This design comes from an exercise in tuning for small area, a short achievable clock period and few clock cycles on the open sky130 flow, not from production work. In this exercise RTL edits were held to simulation tests only and were not proved equivalent to the original. No driver is modelled on the clock port, so clock power and skew are understated where the tree is cut down; a real chip needs a root buffer or a tree. Power figures rest on the tool's default switching activity, not on a simulated workload.

==> run Y: inputs <==
## axi4_lite_system
module axi4_lite_system (
    input  wire        clk,
    input  wire        resetn,
    input  wire        usr_write_req,
    input  wire        usr_read_req,
    input  wire [31:0] usr_araddr,
    input  wire [31:0] usr_awaddr,
    input  wire [31:0] usr_wdata,
    input  wire [3:0]  usr_wstrb,
    output wire [31:0] usr_rdata,
    output wire        usr_wr_busy,
    output wire        usr_wr_done,
    output wire [1:0]  usr_wr_resp,
    output wire        usr_rd_busy,
    output wire        usr_rd_done,
    output wire [1:0]  usr_rd_resp
);
==> module axi4_lite_system, before the edit <==
module axi4_lite_system (
    input  wire        clk,
    input  wire        resetn,
    input  wire        usr_write_req,
    input  wire        usr_read_req,
    input  wire [31:0] usr_araddr,
    input  wire [31:0] usr_awaddr,
    input  wire [31:0] usr_wdata,
    input  wire [3:0]  usr_wstrb,
    output wire [31:0] usr_rdata,
    output wire        usr_wr_busy,
    output wire        usr_wr_done,
    output wire [1:0]  usr_wr_resp,
    output wire        usr_rd_busy,
    output wire        usr_rd_done,
    output wire [1:0]  usr_rd_resp
);
    reg [31:0] slv_reg0, slv_reg1, slv_reg2, slv_reg3;
    reg [31:0] rdata;
    reg        wr_done, rd_done;
    reg        wr_err, rd_err;
    wire aw_ok = (usr_awaddr[1:0] == 2'b00);
    wire [31:0] wdata_r = usr_wdata & {32{resetn}};
    wire [3:0]  aw_lo_zero;
    wire [3:0]  aw_reg;
    wire [3:0]  req_strb;
    wire [15:0] lane_en;
    axi_dec2 u_aw_dec (.a0(usr_awaddr[2]), .a1(usr_awaddr[3]), .d(aw_reg));
    genvar r, b;
    generate
        for (b = 0; b < 4; b = b + 1) begin : g_strb
            axi_and2 u_req_strb (.a(usr_write_req), .b(usr_wstrb[b]), .y(req_strb[b]));
        end
        for (r = 0; r < 4; r = r + 1) begin : g_reg
            axi_nor2 u_aw_lo (.a(usr_awaddr[0]), .b(usr_awaddr[1]), .y(aw_lo_zero[r]));
            for (b = 0; b < 4; b = b + 1) begin : g_lane
                axi_lane u_lane (.ok(aw_lo_zero[r]), .sel(aw_reg[r]), .strb(req_strb[b]),
                                 .resetn(resetn), .en(lane_en[4*r+b]));
            end
        end
    endgenerate
    always @(posedge clk) begin
        if (lane_en[0])  slv_reg0[7:0]   <= wdata_r[7:0];
        if (lane_en[1])  slv_reg0[15:8]  <= wdata_r[15:8];
        if (lane_en[2])  slv_reg0[23:16] <= wdata_r[23:16];
        if (lane_en[3])  slv_reg0[31:24] <= wdata_r[31:24];
        if (lane_en[4])  slv_reg1[7:0]   <= wdata_r[7:0];
        if (lane_en[5])  slv_reg1[15:8]  <= wdata_r[15:8];
        if (lane_en[6])  slv_reg1[23:16] <= wdata_r[23:16];
        if (lane_en[7])  slv_reg1[31:24] <= wdata_r[31:24];
        if (lane_en[8])  slv_reg2[7:0]   <= wdata_r[7:0];
        if (lane_en[9])  slv_reg2[15:8]  <= wdata_r[15:8];
        if (lane_en[10]) slv_reg2[23:16] <= wdata_r[23:16];
        if (lane_en[11]) slv_reg2[31:24] <= wdata_r[31:24];
        if (lane_en[12]) slv_reg3[7:0]   <= wdata_r[7:0];
        if (lane_en[13]) slv_reg3[15:8]  <= wdata_r[15:8];
        if (lane_en[14]) slv_reg3[23:16] <= wdata_r[23:16];
        if (lane_en[15]) slv_reg3[31:24] <= wdata_r[31:24];
    end
    wire [15:0] rsel;
    wire [3:0]  ar_ok;
    wire        ar_valid = ar_ok[0];
    wire [31:0] rdata_d;
    genvar i;
    generate
        for (i = 0; i < 4; i = i + 1) begin : g_rsel
            axi_rsel u_rsel (.a(usr_araddr[3:0]), .sel(rsel[4*i +: 4]), .ok(ar_ok[i]));
        end
        for (i = 0; i < 32; i = i + 1) begin : g_rbit
            axi_rbit #(.BAD(((32'hDEADDEAD >> i) & 1) != 0)) u_rbit (
                .sel(rsel[4*(i/8) +: 4]), .ok(ar_ok[i/8]),
                .r({slv_reg3[i], slv_reg2[i], slv_reg1[i], slv_reg0[i]}),
                .d(rdata_d[i]));
        end
    endgenerate
    always @(posedge clk) rdata <= rdata_d;
    always @(posedge clk) begin
        wr_err <= ~aw_ok;
        rd_err <= ~ar_valid;
    end
    always @(posedge clk) begin
        wr_done <= usr_write_req & resetn;
        rd_done <= usr_read_req & resetn;
    end
    assign usr_rdata   = rdata;
    assign usr_wr_busy = wr_done;
    assign usr_wr_done = wr_done;
    assign usr_wr_resp = {2{wr_err}};
    assign usr_rd_busy = rd_done;
    assign usr_rd_done = rd_done;
    assign usr_rd_resp = {2{rd_err}};
endmodule
==> module axi_dec2, before the edit <==
module axi_dec2 (input wire a0, input wire a1, output wire [3:0] d);
    assign d[0] = ~a1 & ~a0;
    assign d[1] = ~a1 &  a0;
    assign d[2] =  a1 & ~a0;
    assign d[3] =  a1 &  a0;
endmodule
==> module axi_and2, before the edit <==
module axi_and2 (input wire a, input wire b, output wire y);
    assign y = a & b;
endmodule
==> module axi_rsel, before the edit <==
module axi_rsel (input wire [3:0] a, output wire [3:0] sel, output wire ok);
    wire [3:0] d;
    axi_nor2 u_ok  (.a(a[1]), .b(a[0]), .y(ok));
    axi_dec2 u_dec (.a0(a[2]), .a1(a[3]), .d(d));
    genvar k;
    generate
        for (k = 0; k < 4; k = k + 1) begin : g_sel
            axi_and2 u_sel (.a(ok), .b(d[k]), .y(sel[k]));
        end
    endgenerate
endmodule
==> flow/config.mk <==
export PLATFORM = sky130hd
export DESIGN_NAME = axi4_lite_system
export DESIGN_NICKNAME = axi4_lite_system
export VERILOG_FILES = /design/flow/design.v
export SDC_FILE = /design/flow/constraint.sdc
export NUM_CORES = 4
export LEC_CHECK = 0
export CAP_MARGIN = 20
export CORE_MARGIN = 2
export CORE_UTILIZATION = 65
export PLACE_DENSITY = 0.85
export SLEW_MARGIN = 20
export SYNTH_HIERARCHICAL = 1
export SYNTH_MINIMUM_KEEP_SIZE = 0
==> flow/constraint.sdc <==
create_clock -name core_clock -period 3.0 [get_ports {clk}]
set_input_delay 0.6000 -clock core_clock [delete_from_list [all_inputs] [get_ports {clk}]]
set_output_delay 0.6000 -clock core_clock [all_outputs]
set_load 0.01 [all_outputs]
standard.sh (not shown) runs the stock make flow with config.mk's settings and CLKGATE_MAP_FILE= SYNTH_SCRIPT=/design/flow/synth_recipe.tcl, a recipe that flattens the netlist after the stock synthesis.
==> flow/flow/run.sh <==
#!/bin/bash
# Own layout flow: the standard ORFS flow (standard.sh) with four changes,
# all made through ORFS's documented hooks and variables:
#  - ports are buffered with the smallest buffer (buf_1); repair sizes them up
#    where the timing needs it;
#  - after floorplan, every combinational cell from synthesis is set to its
#    smallest drive strength (downsize.tcl), so that only cells on slow paths
#    are sized up later;
#  - the clock tree is built by hand (mycts.tcl): the clock port drives four
#    clkbuf_8, each driving one quarter of the flip-flops, clustered by
#    position; every flip-flop sits one buffer from the port;
#  - after CTS, repair_timing sizes up cells on paths with less than
#    MY_SETUP_MARGIN ns of slack (post_cts.tcl).
# Each tool's output is in orfs/logs/ (one log per step); make's own output
# goes to flow_make.log.
set -euo pipefail
HERE=$(pwd)
export BUFFER_PORTS_ARGS="-buffer_cell sky130_fd_sc_hd__buf_1"
export POST_FLOORPLAN_TCL=$HERE/flow/downsize.tcl
export PRE_CTS_TCL=$HERE/flow/mycts.tcl
export POST_CTS_TCL=$HERE/flow/post_cts.tcl
export CLK_NBUF=6
export CLK_NROOT=2
export CLK_ROOT_BUF=sky130_fd_sc_hd__clkbuf_16
export CLK_BUF=sky130_fd_sc_hd__clkbuf_16
export MY_MARGIN_DELTA=0.12
export OUT_FF_MULTI=sky130_fd_sc_hd__dfxtp_2
export OUT_BUF=sky130_fd_sc_hd__buf_2
export MY_SEQUENCE=sizeup
bash standard.sh finish > flow_make.log 2>&1
==> flow/flow/post_cts.tcl <==
set_propagated_clock [all_clocks]
set out_insts {}
foreach bterm [[ord::get_db_block] getBTerms] {
  if {[$bterm getIoType] ne "OUTPUT"} continue
  foreach it [[$bterm getNet] getITerms] {
    if {![$it isOutputSignal]} continue
    set buf [$it getInst]
    if {[info exists ::env(OUT_BUF)] && [string match "*buf_*" [[$buf getMaster] getName]]} {
      replace_cell [$buf getName] $::env(OUT_BUF)
    }
    lappend out_insts $buf
    foreach bit [$buf getITerms] {
      if {![$bit isInputSignal]} continue
      foreach dit [[$bit getNet] getITerms] {
        if {[$dit isOutputSignal]} { lappend out_insts [$dit getInst] }
      }
    }
  }
}
# A flip-flop that drives more than one output buffer gets OUT_FF_MULTI.
set out_insts [lsort -unique $out_insts]
if {[info exists ::env(OUT_FF_MULTI)]} {
  foreach inst $out_insts {
    if {![string match "*dfxtp_1" [[$inst getMaster] getName]]} continue
    set n 0
    foreach it [$inst getITerms] {
      if {[$it isOutputSignal]} { set n [expr {[llength [[$it getNet] getITerms]] - 1}] }
    }
    if {$n > 1} {
      replace_cell [$inst getName] $::env(OUT_FF_MULTI)
      puts "post_cts: [$inst getName] drives $n, set to $::env(OUT_FF_MULTI)"
    }
  }
}
set out_cells {}
foreach inst $out_insts {
  lappend out_cells [get_cells [string map {[ \\[ ] \\]} [$inst getName]]]
}
puts "post_cts: [llength $out_cells] output-side cells held"
if {[info exists ::env(MY_MARGIN_DELTA)]} {
  estimate_parasitics -placement
  puts "post_cts: before ws [worst_slack -max] area [rsz::design_area]"
  # The output paths set the period; size up only the input-side paths that
  # are slower than them (plus MY_MARGIN_DELTA ns).
  set out_path [find_timing_paths -to [all_outputs] -sort_by_slack -group_path_count 1]
  set margin [expr {[get_property $out_path slack] + $::env(MY_MARGIN_DELTA)}]
  puts "post_cts: output paths' slack [get_property $out_path slack], margin $margin"
  set_dont_touch $out_cells
  repair_timing -setup -setup_margin $margin -sequence $::env(MY_SEQUENCE) -skip_last_gasp
  unset_dont_touch $out_cells
  estimate_parasitics -placement
  puts "post_cts: after ws [worst_slack -max] area [rsz::design_area]"
}
detailed_placement
Other scripts of this flow, unchanged in this note and not shown: flow/flow/downsize.tcl, flow/flow/mycts.tcl
==> run P (differences from run Y) <==
--- a/flow/design.v
+++ b/flow/design.v
@@ -24,11 +24,7 @@
     wire [3:0]  aw_lo_zero;
-    wire [3:0]  aw_reg;
-    wire [3:0]  req_strb;
+    wire [3:0]  wsel_q;
     wire [15:0] lane_en;
-    axi_dec2 u_aw_dec (.a0(usr_awaddr[2]), .a1(usr_awaddr[3]), .d(aw_reg));
+    axi_wsel u_wsel  (.req(usr_write_req), .a2(usr_awaddr[2]), .a3(usr_awaddr[3]), .q(wsel_q));
     genvar r, b;
     generate
-        for (b = 0; b < 4; b = b + 1) begin : g_strb
-            axi_and2 u_req_strb (.a(usr_write_req), .b(usr_wstrb[b]), .y(req_strb[b]));
-        end
         for (r = 0; r < 4; r = r + 1) begin : g_reg
@@ -36,3 +32,3 @@
             for (b = 0; b < 4; b = b + 1) begin : g_lane
-                axi_lane u_lane (.ok(aw_lo_zero[r]), .sel(aw_reg[r]), .strb(req_strb[b]),
+                axi_lane u_lane (.ok(aw_lo_zero[r]), .sel(wsel_q[r]), .strb(usr_wstrb[b]),
                                  .resetn(resetn), .en(lane_en[4*r+b]));
@@ -95,10 +91,7 @@
 endmodule
-module axi_dec2 (input wire a0, input wire a1, output wire [3:0] d);
-    assign d[0] = ~a1 & ~a0;
-    assign d[1] = ~a1 &  a0;
-    assign d[2] =  a1 & ~a0;
-    assign d[3] =  a1 &  a0;
-endmodule
-module axi_and2 (input wire a, input wire b, output wire y);
-    assign y = a & b;
+module axi_wsel (input wire req, input wire a2, input wire a3, output wire [3:0] q);
+    assign q[0] = req & ~a3 & ~a2;
+    assign q[1] = req & ~a3 &  a2;
+    assign q[2] = req &  a3 & ~a2;
+    assign q[3] = req &  a3 &  a2;
 endmodule
@@ -109,11 +102,7 @@
 module axi_rsel (input wire [3:0] a, output wire [3:0] sel, output wire ok);
-    wire [3:0] d;
-    axi_nor2 u_ok  (.a(a[1]), .b(a[0]), .y(ok));
-    axi_dec2 u_dec (.a0(a[2]), .a1(a[3]), .d(d));
-    genvar k;
-    generate
-        for (k = 0; k < 4; k = k + 1) begin : g_sel
-            axi_and2 u_sel (.a(ok), .b(d[k]), .y(sel[k]));
-        end
-    endgenerate
+    assign ok     = ~(a[1] | a[0]);
+    assign sel[0] = ok & ~a[3] & ~a[2];
+    assign sel[1] = ok & ~a[3] &  a[2];
+    assign sel[2] = ok &  a[3] & ~a[2];
+    assign sel[3] = ok &  a[3] &  a[2];
 endmodule
--- a/flow/flow/run.sh
+++ b/flow/flow/run.sh
@@ -25,5 +25,3 @@
 export CLK_BUF=sky130_fd_sc_hd__clkbuf_16
-export MY_MARGIN_DELTA=0.12
-export OUT_FF_MULTI=sky130_fd_sc_hd__dfxtp_2
-export OUT_BUF=sky130_fd_sc_hd__buf_2
+export MY_SETUP_MARGIN=1.6
 export MY_SEQUENCE=sizeup
==> flow/flow/post_cts.tcl (replaced) <==
# Size up cells on the paths whose slack (with placement parasitics) is under
# MY_SETUP_MARGIN ns, then legalise the placement again.
if {[info exists ::env(MY_SETUP_MARGIN)]} {
  set_propagated_clock [all_clocks]
  estimate_parasitics -placement
  puts "post_cts: before ws [worst_slack -max] area [rsz::design_area]"
  repair_timing -setup -setup_margin $::env(MY_SETUP_MARGIN) -sequence $::env(MY_SEQUENCE) -skip_last_gasp
  detailed_placement
  estimate_parasitics -placement
  puts "post_cts: after ws [worst_slack -max] area [rsz::design_area]"
}
==> run X (differences from run Y) <==
--- a/flow/design.v
+++ b/flow/design.v
@@ -24,11 +24,7 @@
     wire [3:0]  aw_lo_zero;
-    wire [3:0]  aw_reg;
-    wire [3:0]  req_strb;
+    wire [3:0]  wsel_q;
     wire [15:0] lane_en;
-    axi_dec2 u_aw_dec (.a0(usr_awaddr[2]), .a1(usr_awaddr[3]), .d(aw_reg));
+    axi_wsel u_wsel  (.req(usr_write_req), .a2(usr_awaddr[2]), .a3(usr_awaddr[3]), .q(wsel_q));
     genvar r, b;
     generate
-        for (b = 0; b < 4; b = b + 1) begin : g_strb
-            axi_and2 u_req_strb (.a(usr_write_req), .b(usr_wstrb[b]), .y(req_strb[b]));
-        end
         for (r = 0; r < 4; r = r + 1) begin : g_reg
@@ -36,3 +32,3 @@
             for (b = 0; b < 4; b = b + 1) begin : g_lane
-                axi_lane u_lane (.ok(aw_lo_zero[r]), .sel(aw_reg[r]), .strb(req_strb[b]),
+                axi_lane u_lane (.ok(aw_lo_zero[r]), .sel(wsel_q[r]), .strb(usr_wstrb[b]),
                                  .resetn(resetn), .en(lane_en[4*r+b]));
@@ -95,10 +91,7 @@
 endmodule
-module axi_dec2 (input wire a0, input wire a1, output wire [3:0] d);
-    assign d[0] = ~a1 & ~a0;
-    assign d[1] = ~a1 &  a0;
-    assign d[2] =  a1 & ~a0;
-    assign d[3] =  a1 &  a0;
-endmodule
-module axi_and2 (input wire a, input wire b, output wire y);
-    assign y = a & b;
+module axi_wsel (input wire req, input wire a2, input wire a3, output wire [3:0] q);
+    assign q[0] = req & ~a3 & ~a2;
+    assign q[1] = req & ~a3 &  a2;
+    assign q[2] = req &  a3 & ~a2;
+    assign q[3] = req &  a3 &  a2;
 endmodule
@@ -109,11 +102,7 @@
 module axi_rsel (input wire [3:0] a, output wire [3:0] sel, output wire ok);
-    wire [3:0] d;
-    axi_nor2 u_ok  (.a(a[1]), .b(a[0]), .y(ok));
-    axi_dec2 u_dec (.a0(a[2]), .a1(a[3]), .d(d));
-    genvar k;
-    generate
-        for (k = 0; k < 4; k = k + 1) begin : g_sel
-            axi_and2 u_sel (.a(ok), .b(d[k]), .y(sel[k]));
-        end
-    endgenerate
+    assign ok     = ~(a[1] | a[0]);
+    assign sel[0] = ok & ~a[3] & ~a[2];
+    assign sel[1] = ok & ~a[3] &  a[2];
+    assign sel[2] = ok &  a[3] & ~a[2];
+    assign sel[3] = ok &  a[3] &  a[2];
 endmodule
--- a/flow/flow/run.sh
+++ b/flow/flow/run.sh
@@ -25,4 +25,3 @@
 export CLK_BUF=sky130_fd_sc_hd__clkbuf_16
-export MY_MARGIN_DELTA=0.12
-export OUT_FF_MULTI=sky130_fd_sc_hd__dfxtp_2
+export MY_SETUP_MARGIN=1.75
 export OUT_BUF=sky130_fd_sc_hd__buf_2
==> flow/flow/post_cts.tcl (replaced) <==
set_propagated_clock [all_clocks]
set out_cells {}
foreach port [get_ports -filter "direction==output"] {
  foreach pin [get_pins -of_objects [get_nets -of_objects $port] -filter "direction==output"] {
    set buf [get_cells -of_objects $pin]
    if {[info exists ::env(OUT_BUF)] && [string match "*buf_*" [get_property $buf ref_name]]} {
      replace_cell [get_property $buf full_name] $::env(OUT_BUF)
    }
    lappend out_cells $buf
    foreach in [get_pins -of_objects $buf -filter "direction==input"] {
      foreach drv [get_pins -of_objects [get_nets -of_objects $in] -filter "direction==output"] {
        lappend out_cells [get_cells -of_objects $drv]
      }
    }
  }
}
if {[info exists ::env(MY_SETUP_MARGIN)]} {
  estimate_parasitics -placement
  puts "post_cts: before ws [worst_slack -max] area [rsz::design_area]"
  set_dont_touch $out_cells
  repair_timing -setup -setup_margin $::env(MY_SETUP_MARGIN) -sequence $::env(MY_SEQUENCE) -skip_last_gasp
  unset_dont_touch $out_cells
  estimate_parasitics -placement
  puts "post_cts: after ws [worst_slack -max] area [rsz::design_area]"
}
detailed_placement
==> run B (differences from run Y) <==
--- a/flow/flow/run.sh
+++ b/flow/flow/run.sh
@@ -25,3 +25,3 @@
 export CLK_BUF=sky130_fd_sc_hd__clkbuf_16
-export MY_MARGIN_DELTA=0.12
+export MY_MARGIN_DELTA=0.04
 export OUT_FF_MULTI=sky130_fd_sc_hd__dfxtp_2
--- a/flow/flow/post_cts.tcl
+++ b/flow/flow/post_cts.tcl
@@ -36,3 +36,3 @@
 foreach inst $out_insts {
-  lappend out_cells [get_cells [string map {[ \\[ ] \\]} [$inst getName]]]
+  lappend out_cells [get_cells [string map {[ \[ ] \]} [$inst getName]]]
 }
==> results.txt <==
quantity	run Y	run P	run X	run B
Outcome	complete, no violations	complete, no violations	stopped before the end	complete, no violations
Stage where the flow stopped	-	-	clock tree synthesis	-
Post-route worst hold slack	458 ps	460 ps	-	458 ps
Relative slew margins	79.4%	68.6%	-	72.7%
Antenna violations before repair	0	0	-	0
Launch instance of the worst register-to-register path	slv_reg0[9]$_DFFE_PP_	slv_reg1[25]$_DFFE_PP_	-	slv_reg0[9]$_DFFE_PP_
Upper clock frequency limit	726 MHz	655 MHz	-	698 MHz
Total power draw	4060 uW	3990 uW	-	4030 uW
Busiest metal layer after global routing	met2	met2	-	met2
Top Consumer	sequential cells	sequential cells	-	sequential cells
Timing startpoint of the critical path	wr_err$_DFF_P_	usr_write_req	-	usr_awaddr[1]
Length in cells of the worst reg-to-reg path	2	2	-	2
Netlist cell types	14	17	17	14
Final GP Congestion	0.762	0.748	0.748	0.762
GRT Util Overall	22.4%	21.5%	-	21.7%
Mean number of vias per cell	5.90	5.81	-	5.81
Multi-input gate area in the final layout	1530 um^2	1240 um^2	-	1380 um^2
Highest routing layer actually used	met4	met4	-	met4
GRT Residual Overflow	0	0	-	0
Routed wire length	11,700 um	11,000 um	-	11,400 um
Maximum fanout along the worst path	2	8	-	8
Top-area cell type share of the netlist area	61.4%	62.1%	62.1%	61.4%
Testbench counts of run Y, summed over its fixed seeds: cycles 2,400.
Testbench counts of run P, summed over its fixed seeds: cycles 2,400.
Testbench counts of run X, summed over its fixed seeds: cycles 2,400.
Testbench counts of run B, summed over its fixed seeds: cycles 2,400.
In run Y, run P and run B the design's own scripts or RTL, not TritonCTS, make the clock network.

## separate check: timing with driven ports
Ports are ideal in the flow. The routed layouts listed here were re-timed in OpenROAD. Step 1 (the two cells are an assumption about what drives the block):
set clk [get_ports {clk}]
set_driving_cell -lib_cell sky130_fd_sc_hd__clkbuf_16 $clk
set_driving_cell -lib_cell sky130_fd_sc_hd__buf_2 [delete_from_list [all_inputs] $clk]
Step 2, shift: input delay + t, output delay - t, t = (earliest + latest rising clock arrival at the registers) / 2. This alone moves slack from input paths to output paths. Slacks: no drivers / after step 1 / after step 2; pairs: no drivers / after step 1.
run | shift t [ns] | setup slack, ns | worst hold slack (ns) | worst setup path at the end
run Y | 0.353 | 1.623 / 1.571 / 1.306 | 0.458 / 0.458 / 0.458 | input to register
run P | 0.354 | 1.472 / 1.489 / 1.135 | 0.460 / 0.460 / 0.460 | input to register
run B | 0.353 | 1.566 / 1.565 / 1.221 | 0.458 / 0.458 / 0.458 | input to register
After both steps every run listed still meets setup and hold. The setup slack of run B, which loses most, moves by -0.001 ns with the drivers and by -0.345 ns with both steps.
